Source: an optimization exercise on an open RTL-to-GDS flow (aim: small area, a short achievable clock period and few clock cycles per item). Production flows keep margins and buffers that such runs may drop.
No run shown here included a check of the RTL's function; only the layout flow was run.
Power is estimated from default activity; no workload was simulated.

### flow/run.sh
#!/bin/bash
# synth_recipe.tcl (not shown) runs the flow's synth.tcl, then flattens the netlist and writes it again
# the make line also repeats each setting of config.mk as NAME=value (left out here)
make -C /OpenROAD-flow-scripts/flow DESIGN_CONFIG=/design/flow/config.mk WORK_HOME=/design/flow/orfs CLKGATE_MAP_FILE= SYNTH_SCRIPT=/design/flow/synth_recipe.tcl finish
### flow/config.mk
export PLATFORM = sky130hd
export DESIGN_NAME = muldiv
export DESIGN_NICKNAME = muldiv
export VERILOG_FILES = /design/flow/design.v
export SDC_FILE = /design/flow/constraint.sdc
export NUM_CORES = 4
export LEC_CHECK = 0
export ABC_CLOCK_PERIOD_IN_PS = 3000
export CAP_MARGIN = 20
export CORE_MARGIN = 2
export CORE_UTILIZATION = 40
export SETUP_SLACK_MARGIN = 4.5
export SLEW_MARGIN = 20
### flow/constraint.sdc
create_clock -name core_clock -period 8.0 [get_ports {clk}]
set_input_delay 1.6000 -clock core_clock [delete_from_list [all_inputs] [get_ports {clk}]]
set_output_delay 1.6000 -clock core_clock [all_outputs]
set_load 0.01 [all_outputs]
### flow/design.v
module muldiv(clk, reset, CtoM, CtoD, A, B, High, Low, MtoC, DtoC, DivZero);
  input clk;
  input reset;
  input CtoM;
  input CtoD;
  input [31:0] A;
  input [31:0] B;
  output [31:0] High;
  output [31:0] Low;
  output MtoC;
  output DtoC;
  output DivZero;
  reg s_abs, s_setup, s_iter, s_fix;
  reg [31:0] H, L;
  reg [32:0] M;
  reg [4:0] cnt, shamt;
  reg za5, zb5;
  reg isdiv, sA, sB;
  reg mdone, ddone, dzero;
  assign High = H;
  assign Low = L;
  assign MtoC = mdone;
  assign DtoC = ddone;
  assign DivZero = dzero;
  function [5:0] lzc;
    input [31:0] x;
    reg [7:0] nz;
    reg [1:0] c [0:7];
    reg [3:0] v;
    integer i;
    begin
      for (i = 0; i < 8; i = i + 1) begin
        v = x[4*i +: 4];
        nz[i] = |v;
        c[i] = v[3] ? 2'd0 : v[2] ? 2'd1 : v[1] ? 2'd2 : 2'd3;
      end
      lzc = nz[7] ? {3'd0, c[7]} :
            nz[6] ? {3'd1, c[6]} :
            nz[5] ? {3'd2, c[5]} :
            nz[4] ? {3'd3, c[4]} :
            nz[3] ? {3'd4, c[3]} :
            nz[2] ? {3'd5, c[2]} :
            nz[1] ? {3'd6, c[1]} :
            nz[0] ? {3'd7, c[0]} : 6'd32;
    end
  endfunction
  function [32:0] add32;
    input [31:0] a;
    input [31:0] b;
    input ci;
    reg [31:0] g, p, gg, pp;
    integer i, l;
    begin
      g = a & b;
      p = a ^ b;
      gg = g;
      pp = p;
      gg[0] = g[0] | (p[0] & ci);
      for (l = 0; l < 5; l = l + 1)
        for (i = 0; i < 32; i = i + 1)
          if ((i >> l) & 1) begin
            gg[i] = gg[i] | (pp[i] & gg[((i >> l) << l) - 1]);
            pp[i] = pp[i] & pp[((i >> l) << l) - 1];
          end
      add32 = {gg[31], p ^ {gg[30:0], ci}};
    end
  endfunction
  function [31:0] inc32;
    input [31:0] x;
    reg [31:0] pp;
    integer i, l;
    begin
      pp = x;
      for (l = 0; l < 5; l = l + 1)
        for (i = 0; i < 32; i = i + 1)
          if ((i >> l) & 1)
            pp[i] = pp[i] & pp[((i >> l) << l) - 1];
      inc32 = x ^ {pp[30:0], 1'b1};
    end
  endfunction
  wire [31:0] uA = sA ? {L[30:0], 1'b1} : L;
  wire [31:0] wB = (sB && !isdiv) ? {H[30:0], 1'b1} : {H[31:1], H[0] | sB};
  wire [5:0] zA_n = lzc(uA);
  wire [5:0] zB_n = lzc(wB);
  wire [5:0] zA = {za5, shamt};
  wire [5:0] zB = {zb5, cnt};
  wire [6:0] zd = {1'b0, zB} - {1'b0, zA};
  wire ash = zd[6];
  wire [4:0] amt = isdiv ? zd[4:0] : (ash ? zA[4:0] : zB[4:0]);
  wire zflag = isdiv ? ash : (ash ? za5 : zb5);
  wire [31:0] sh_in = (!isdiv && ash) ? L : H;
  wire [32:0] sh_out = {1'b0, sh_in} << amt;
  wire mstep = s_iter && !isdiv;
  wire dstep = s_iter && isdiv;
  wire [31:0] ax = (mstep ? {L[30:0], 1'b0} : L) ^ {32{s_fix}};
  wire [31:0] ay = (M[31:0] & {32{(mstep && H[31]) || dstep}}) ^ {32{dstep}};
  wire acin = s_abs ? sA : (dstep || s_fix);
  wire [32:0] asum = add32(ax, ay, acin);
  wire ac = asum[32];
  wire ge = ac && !M[32];
  wire [31:0] hx = (s_iter ? {H[30:0], L[31] && !isdiv} : H) ^ {32{s_fix}};
  wire [31:0] hx1 = inc32(hx);
  wire hci = s_abs ? sB : (mstep ? ac : (dstep ? ge : (isdiv || (L == 32'd0))));
  wire [31:0] hsum = hci ? hx1 : hx;
  wire negH = sA ^ sB;
  wire negL = isdiv ? sA : (sA ^ sB);
  wire last = (cnt == 5'd31);
  always @(posedge clk) begin
    mdone <= 1'b0;
    ddone <= 1'b0;
    if (reset) begin
      s_abs <= 1'b0;
      s_setup <= 1'b0;
      s_iter <= 1'b0;
      s_fix <= 1'b0;
      dzero <= 1'b0;
    end
    else begin
      if (CtoM || CtoD) begin
        L <= A ^ {32{A[31]}};
        H <= B ^ {32{B[31]}};
        sA <= A[31];
        sB <= B[31];
        isdiv <= CtoD;
        s_abs <= 1'b1;
      end
      if (s_abs) begin
        L <= asum[31:0];
        H <= hsum;
        {za5, shamt} <= zA_n;
        {zb5, cnt} <= zB_n;
        s_abs <= 1'b0;
        s_setup <= 1'b1;
      end
      if (s_setup) begin
        s_setup <= 1'b0;
        cnt <= isdiv ? ~amt : amt;
        if (!isdiv) begin
          M <= {1'b0, ash ? H : L};
          H <= zflag ? 32'd0 : sh_out[31:0];
          L <= 32'd0;
          if (zflag) mdone <= 1'b1;
          else s_iter <= 1'b1;
        end
        else begin
          M <= sh_out;
          H <= 32'd0;
          dzero <= zb5;
          if (zb5) ddone <= 1'b1;
          else if (zflag) begin
            if (sA) s_fix <= 1'b1;
            else ddone <= 1'b1;
          end
          else s_iter <= 1'b1;
        end
      end
      if (s_iter) begin
        cnt <= cnt + 5'd1;
        if (isdiv) begin
          if (ge) L <= asum[31:0];
          H <= hsum;
          M <= {1'b0, M[32:1]};
        end
        else begin
          L <= asum[31:0];
          H <= hsum;
        end
        if (last) begin
          s_iter <= 1'b0;
          if (isdiv ? (sA || sB) : (sA ^ sB)) s_fix <= 1'b1;
          else begin
            mdone <= !isdiv;
            ddone <= isdiv;
          end
        end
      end
      if (s_fix) begin
        if (negL) L <= asum[31:0];
        if (negH) H <= hsum;
        s_fix <= 1'b0;
        mdone <= !isdiv;
        ddone <= isdiv;
      end
    end
  end
endmodule
==> results.py, run 1 <==
metrics = {
    "run_status": {
        "status": "finished clean",
    },
    "place": {
        "portBuffers": 134,
        "place_inst": 2574,
        "place_ws_ps": 2320,
        "hpwl_mm": 53.4,
        "gp_congestion": 0.961,
    },
    "critical_path": {
        "ff2ff_setup_slack_ps": 3850,
        "critPathSlowestCell": "a2111o_1",
        "worst_path_most_repeated_cell": "a21oi_2",
        "cpPeakStageDelay_ps": 410,
        "worstPathArrival_ps": 4360,
        "cp-start-kind": "register",
        "crit_type": "register to register",
        "worstPathRequired_ps": 8210,
        "crit_fanout": 6,
        "path_cells": "clkinvlp_4, nor2_4, buf_8, buf_16, nor2_1, a21oi_2, xnor2_2, ha_1, a21o_1, a21oi_2, a21boi_2, o31a_1, buf_4, o2111ai_4, a21oi_2, a21o_1, a2111o_1, o21ai_1, nor3_1",
        "critPathCaptureType": "register",
    },
    "cts": {
        "cts_max_level": 4,
        "hold_buffers": 0,
        "worst_skew_pair.late_latency_ps": 480,
        "cts_inserted_buffers": 17,
        "cts.path.max_buffers": 2,
        "cts.reportedPaths.clkPinSlew_ps": 70,
        "tritoncts": "built",
        "cts_root_buf": "clkbuf_16",
        "clock_sinks": 119,
    },
    "power": {
        "totalPowerFinal_w": 0.00456,
        "power.leakage_nw": 9.08,
        "power_density_nw_per_um2": 193,
        "irDropWorstVdd_mv": 0.192,
    },
    "synthesis": {
        "synth_compound_area_share_pct": 27.5,
        "yosys_warnings": 3,
        "ys_types": 84,
        "yosys_most_used_dff": "edfxtp_1",
        "synth.avg_cell_area_um2": 7.61,
        "syn_area_um2": 15700,
        "synth_simple_gate_area_share_pct": 18.1,
        "synth_top_area_share_pct": 21.4,
        "muxShareOfSynthArea_pct": 10.4,
        "synth_fp_nets": 2183,
        "async_flop_share_pct": 0,
        "synth_cells": 2064,
        "yosys.area_share.xor_xnor_pct": 10.5,
        "ys_seq_area_share_pct": 22.3,
        "yosysTopAreaCell": "edfxtp_1",
        "synth_edf_count": 112,
        "synth_area_leaders": "edfxtp_1 (21%), mux2i_1 (8.8%), xnor2_1 (8.2%), a21oi_1 (6.4%), nand2_1 (5.0%)",
        "synth_top_family_by_area": "compound AO/OA/AOI/OAI gates",
        "synthAdderAreaFrac_pct": 4.40,
        "synth_seq_cells": 119,
    },
    "job": {
        "max_cap_violations": 0,
    },
    "timing": {
        "tightest_slew_ps": 1150,
        "fin_crit_ps": 4150,
        "rsz0062_at_grt": "true",
        "setup_ws_ps": 3850,
        "clock_skew_ps": 19.7,
        "setup_viol": 0,
        "timing.final.crit_share_pct": 51.8,
        "final_max_slew_viol_count": 0,
        "tns_ps": 0,
        "max_freq_mhz": 241,
        "slew_headroom_pct": 22.5,
        "finalHoldViolCount": 0,
    },
    "route": {
        "ant_nets": 0,
        "drtIter0Drc": 2396,
        "drtPass1Iterations": 6,
        "vias": 19060,
        "drc_errors": 0,
        "viasPerCell": 6.53,
        "routed_wl_mm": 85.4,
        "wire_per_inst_um": 29.3,
    },
    "floorplan": {
        "dieArea_um2": 40900,
        "die_w_um": 202,
        "core-area_um2": 38700,
        "start_util_pct": 40.5,
        "std_cell_rows": 72,
        "dieHeight_um": 202,
        "ios": 135,
    },
    "final_layout": {
        "drive_gt1_share_pct": 31.3,
        "area_delta_synth_final_pct": 50.7,
        "multi_input_area_um2": 13400,
        "ff_latch_area_um2": 3510,
        "fillers": 3391,
        "fin_cells": 2918,
        "num_antenna_cells": 0,
        "nNetsFinal": 2506,
    },
    "global_routing": {
        "grt_max_degree": 65,
        "track_usage_pct": 40.0,
        "overflow": 0,
        "grt_pass1_wl_mm": 120,
        "grt_pass1_vias": 17524,
        "antenna_found_initial": 0,
    },
    "hold_path": {
        "hp-class": "register to register",
    },
}
[logic make-up after synthesis]
| family | count (synthesis) |
|---|---|
| AO/OA/AOI/OAI | 657 |
| AND/OR/NAND/NOR | 623 |
| XOR/XNOR | 188 |
| flip-flops | 119 |
| adder cells (fa/ha/maj) | 51 |
| multiplexers | 159 |
| buffers and inverters | 267 |
[power by group]
part | internal, W | switching [W]
combinational | 0.00125 | 0.00147
sequential | 0.000781 | 0.000151
clock | 0.000553 | 0.000363
total | 0.00258 | 0.00198
[final timing paths]
check / startpoint / endpoint / cells after the start
worst max register to register: s_iter / L[31] / 19
worst min-delay path: dzero / dzero / 2
worst max-delay path: s_iter / L[31] / 19
worst min register to register: dzero / dzero / 2
[placed cells by master, fill, tap and decap left out, types with 12 or more instances in the layout]
cell / netlist / final
a211oi_1: 46 / 33
a21o_1: 24 / 23
a21oi_1: 202 / 165
a21oi_2: 0 / 34
a31oi_1: 23 / 12
buf_12: 0 / 37
buf_4: 3 / 228
buf_6: 5 / 65
clkbuf_16: 0 / 19
clkdlybuf4s50_1: 0 / 131
edfxtp_1: 112 / 112
ha_1: 44 / 39
inv_1: 70 / 66
mux2i_1: 138 / 101
mux2i_4: 1 / 30
nand2_1: 211 / 180
nand2_2: 1 / 20
nand3_1: 32 / 25
nor2_1: 196 / 163
nor2_4: 0 / 22
nor2b_1: 29 / 26
nor3_1: 53 / 45
nor4_1: 15 / 14
o211ai_1: 39 / 39
o21ai_0: 123 / 87
o21ai_1: 4 / 20
o21ai_2: 0 / 12
o221ai_1: 23 / 18
o22ai_1: 23 / 18
xnor2_1: 147 / 135
xnor2_2: 0 / 12
xor2_1: 41 / 39
[critical path, delay by kind of cell (launching register included)]
family          cells  cell delay [ps]
fa+ha+maj           1              340
xor+xnor            1              100
buf+inv             4              660
simple gates        3              300
compound gates     10             2060
flops               1              380
[state kept, by name (all words and copies together) (netlist names), 5 cells and up]
| signal | flops |
|---|---|
| shamt | 5 |
| M | 33 |
| L | 32 |
| H | 32 |
| cnt | 5 |
[cells in the mapped netlist, types with 19 or more instances]
master    number
o221ai_1      23
nor3_1        53
buf_1         26
ha_1          44
clkbuf_1     140
o21ai_0      123
nand3_1       32
xor2_1        41
edfxtp_1     112
inv_1         70
a21o_1        24
nand2_1      211
a31oi_1       23
nor2_1       196
xnor2_1      147
a21oi_1      202
buf_2         19
o211ai_1      39
mux2i_1      138
a211oi_1      46
nor2b_1       29
o22ai_1       23
[timing repair]
item / CTS / global route
cloned: 19 / 2
setup buffers: 206 / 85
pin swaps: 122 / 112
setup endpoints to repair: 179 / 105
resized for setup: 378 / 189
endpoints found under the hold margin: 0 / 0
[layout make-up]
type	instances	area share [%]
Timing Repair Buffer	493	21.9
Inverter	74	1.21
Multi-Input combinational cell	1682	56.6
Sequential cell	119	14.8
Clock buffer	17	1.80
Tap cell	518	2.74
Clock inverter	15	0.957
[stage by stage]
step | hold slack, ps | instance area (µm²) | util (%)
2_1_floorplan | 477 | 16200 | -
3_3_place_gp | 447 | 17600 | 45.3
3_5_place_dp | 446 | 17600 | 45.3
4_1_cts | 455 | 22100 | 57.0
5_1_grt | 506 | 23700 | 61.1
6_report | 455 | 23700 | 61.1
[metal layers]
metal,track usage [%],share of wire (%)
met5,0,0.073
met3,9.05,10
met1,54.1,40
met2,59.8,44
met4,20.3,5.8
==> run 2, diff against run 1 <==
==> flow/config.mk (replaced) <==
export PLATFORM = sky130hd
export DESIGN_NAME = muldiv
export DESIGN_NICKNAME = muldiv
export VERILOG_FILES = /design/flow/design.v
export SDC_FILE = /design/flow/constraint.sdc
export NUM_CORES = 4
export LEC_CHECK = 0
export ABC_AREA = 1
export CAP_MARGIN = 20
export CORE_MARGIN = 2
export CORE_UTILIZATION = 40
export SETUP_SLACK_MARGIN = 4.0
export SLEW_MARGIN = 20
==> run 2 against run 1 <==
Net effect: hold slack better by 140 ps; power fell by 21%; synthesized area up 2.7%; fmax rose by 3.7%; cell count up 12%; clock power decreased by 6.6%; combinational power shrank 32%; via count rose by 3.6%; count of clock-buffer cells in the layout is 1 higher; synthesized cell count grew 28%; largest cell class unchanged; highest routed layer unchanged.
==> results.py, run 2 <==
metrics = {
    "critical_path": {
        "crit_fanout": 6,
        "worstPathArrival_ps": 4210,
        "crit_type": "register to register",
        "r2r_start": "isdiv",
        "critPathCaptureType": "register",
        "ff2ff_path_depth": 27,
        "ff2ff_setup_slack_ps": 4000,
        "worstPathRequired_ps": 8210,
        "cp-start-kind": "register",
        "r2r-end": "L[3]",
    },
    "route": {
        "drc_errors": 0,
        "viasPerCell": 6.02,
        "wire_per_inst_um": 23.6,
        "routed_wl_mm": 77.3,
        "drtIter0Drc": 2389,
        "vias": 19743,
        "drtPass1Iterations": 6,
        "ant_nets": 0,
    },
    "floorplan": {
        "ios": 135,
        "start_util_pct": 40.6,
        "std_cell_rows": 73,
        "dieArea_um2": 41900,
        "die_w_um": 205,
        "core-area_um2": 39700,
        "dieHeight_um": 205,
    },
    "synthesis": {
        "ys_seq_area_share_pct": 21.7,
        "yosysTopAreaCell": "edfxtp_1",
        "yosys-top-cells-count": "nand2_1 (693), nand3_1 (360), o21ai_0 (272)",
        "yosysMostFrequentCell": "nand2_1",
        "yosys_most_used_dff": "edfxtp_1",
        "syn_area_um2": 16100,
        "synth_edf_count": 112,
        "synth_area_leaders": "edfxtp_1 (21%), nand2_1 (16%), nand3_1 (11%), o21ai_0 (8.4%), xor2_1 (6.8%)",
        "async_flop_share_pct": 0,
        "synth_seq_cells": 119,
        "yosys_warnings": 3,
        "synth.avg_cell_area_um2": 6.10,
        "synth_cells": 2643,
        "synth_fp_nets": 2762,
        "synth_top_area_share_pct": 20.9,
        "ys_types": 51,
    },
    "final_layout": {
        "largest_reg_flops": 33,
        "nNetsFinal": 2859,
        "area_delta_synth_final_pct": 24.2,
        "drive_gt1_share_pct": 10.2,
        "final_cell_mix": "nand2_1 (673), nand3_1 (339), o21ai_0 (255)",
        "max_flop_register": "M",
        "reg_top3": "M (33), H (32), L (32)",
        "final_common_cell": "nand2_1",
    },
    "power": {
        "seqPwrFrac_pct": 25.3,
        "combPwrFrac_pct": 50.9,
        "switching_share_pct": 46.9,
        "pwr-share-clk_pct": 23.8,
        "intPower_w": 0.00191,
        "power.leakage_nw": 8.95,
        "irDropWorstVdd_mv": 0.166,
        "p_switching_w": 0.00168,
        "power_density_nw_per_um2": 179,
    },
    "timing": {
        "rsz0062_at_grt": "true",
        "finalHoldViolCount": 0,
        "hold_ws_ps": 595,
        "setup_viol": 0,
        "timing.final.crit_share_pct": 50.0,
        "fin_crit_ps": 4000,
        "final_max_slew_viol_count": 0,
        "clock_skew_ps": 17.7,
        "tns_ps": 0,
        "tightest_slew_ps": 1130,
        "slew_headroom_pct": 24.9,
        "max_freq_mhz": 250,
    },
    "global_routing": {
        "antenna_found_initial": 2,
        "grt_max_degree": 83,
        "track_usage_pct": 35.0,
        "grt_pass1_wl_mm": 110,
        "grt_pass1_vias": 17731,
        "overflow": 0,
    },
    "place": {
        "portBuffers": 134,
        "hpwl_mm": 52.1,
        "gp_congestion": 0.942,
    },
    "cts": {
        "cts.path.max_buffers": 2,
        "tritoncts": "built",
        "clock_sinks": 119,
        "cts_inserted_buffers": 17,
        "cts.reportedPaths.clkPinSlew_ps": 70,
        "worst_skew_pair.late_latency_ps": 480,
        "cts_root_buf": "clkbuf_16",
        "cts_max_level": 4,
    },
    "hold_path": {
        "hp-start": "M[8]",
        "hp-class": "register to register",
        "holdPathStages": 2,
        "worstHoldEndpoint": "M[7]",
    },
    "job": {
        "max_cap_violations": 0,
    },
    "run_status": {
        "status": "finished clean",
    },
}
-- run 2: worst max-delay path by stage --
| stage | startpoint | to | slack, ps | cells after the start |
|---|---|---|---|---|
| after floorplan | s_iter | L[16] | 3940 | 27 |
| after global placement | isdiv | H[2] | 1970 | 25 |
| after detailed placement | isdiv | L[8] | 2150 | 25 |
| after CTS | isdiv | L[2] | 3970 | 27 |
| after global routing | isdiv | L[0] | 3830 | 27 |
| final | isdiv | L[3] | 4000 | 27 |
-- run 2: final cells by class --
class | instances | area (µm²)
diodes | 1 | 2.50
clock buffers | 18 | 439
clock inverters | 14 | 164
fillers | 4078 | 19700
inverters | 241 | 945
multi-input cells | 2113 | 11600
flip-flops and latches | 119 | 3510
well taps | 525 | 657
repair buffers | 243 | 2700
repair inverters | 5 | 35.0
-- run 2: cell families after synthesis --
logic type | after synthesis | synth area share [%]
AOI/OAI and AO/OA | 586 | 19.9
buffers and inverters | 418 | 10.4
xor gates and xnor gates | 152 | 8.30
and+or+nand+nor | 1317 | 35.3
DFF | 119 | 21.7
adders and majority gates | 51 | 4.28
-- run 2: worst max-delay path: stages, from the launching register on --
cell and delay [ps]:
edfxtp_1 420, buf_12 170, nor2_4 160, buf_6 140, buf_12 130, nor2_4 40
xor2_1 170, fa_2 360, fa_2 410, inv_2 70, nand3_2 60, nand3_2 90
nand3_2 70, nand2_2 90, nand2_2 70, nand2_4 80, nand3_4 70, nand2_4 110
nand2_4 50, nand2_2 60, nand2_2 60, nand2_2 80, nand2_4 80, nand2_4 80
buf_12 140, clkinvlp_4 240, nand3_2 150, o21ai_1 70
-- run 2: through the flow --
stage | cell area (µm²) | utilization (%) | total power, W | setup slack (ps) | instances
6_report | 20000 | 50.4 | 0.00359 | 4000 | 3279
2_1_floorplan | 16200 | - | 0.00192 | 3940 | 2643
3_3_place_gp | 17700 | 44.5 | 0.00247 | 1970 | 3158
5_1_grt | 20000 | 50.4 | 0.00377 | 3830 | 3278
3_5_place_dp | 17700 | 44.5 | 0.00248 | 2150 | 3158
4_1_cts | 19200 | 48.3 | 0.00344 | 3970 | 3232
-- run 2: power by group through the flow --
stage | sequential, W | combinational [W] | clock (W)
after CTS | 0.000906 | 0.00168 | 0.000859
after global placement | 0.000918 | 0.00155 | 0
after floorplan | 0.000875 | 0.00104 | 0
after detailed placement | 0.000918 | 0.00156 | 0
after global routing | 0.000912 | 0.00198 | 0.000877
final | 0.000909 | 0.00183 | 0.000856
-- run 2: layer usage --
metal  vias up  track usage (%)  wire (µm)
met5         -                0          9
met4         2             14.6       3100
met2      1063             53.0      33400
met3       176             6.49       7980
met1      9332             48.5      32800
li1       9170                -          -
-- run 2: timing repair --
item	CTS	global route
pin swaps	11	29
hold buffers	0	0
resized for setup	81	101
cloned	13	11
buffers inserted	29	35
endpoints found under the setup margin	97	160

re-timing with driven ports:
In the flow no input, the clock included, has a driving cell. The finished layouts below were timed again as built, in two steps. Step 1 (the two cells are an assumption about what drives the block):
set clk [get_ports {clk}]
set_driving_cell -lib_cell sky130_fd_sc_hd__clkbuf_16 $clk
set_driving_cell -lib_cell sky130_fd_sc_hd__buf_2 [delete_from_list [all_inputs] $clk]
Step 2 moves the port delays by t, midway between the first and last clock arrival at a register: inputs arrive t later, outputs are due t later. That takes back most of the time a late clock gives input paths. Three values: no drivers, after step 1, after step 2; two values: the first two.
run	shift t [ns]	slack for setup (ns)	worst setup path after step 2	worst slew at a driven data input, ns	pins driven straight from the clock port
run 1	0.528	3.854 / 3.854 / 3.745	input to register	0.05	1
run 2	0.526	4.000 / 4.000 / 3.605	input to register	0.07	1
After both steps setup and hold are still met in every run listed. For run 2, which loses most, drivers alone change the setup slack by 0.000 ns; drivers and shift together by -0.395 ns.
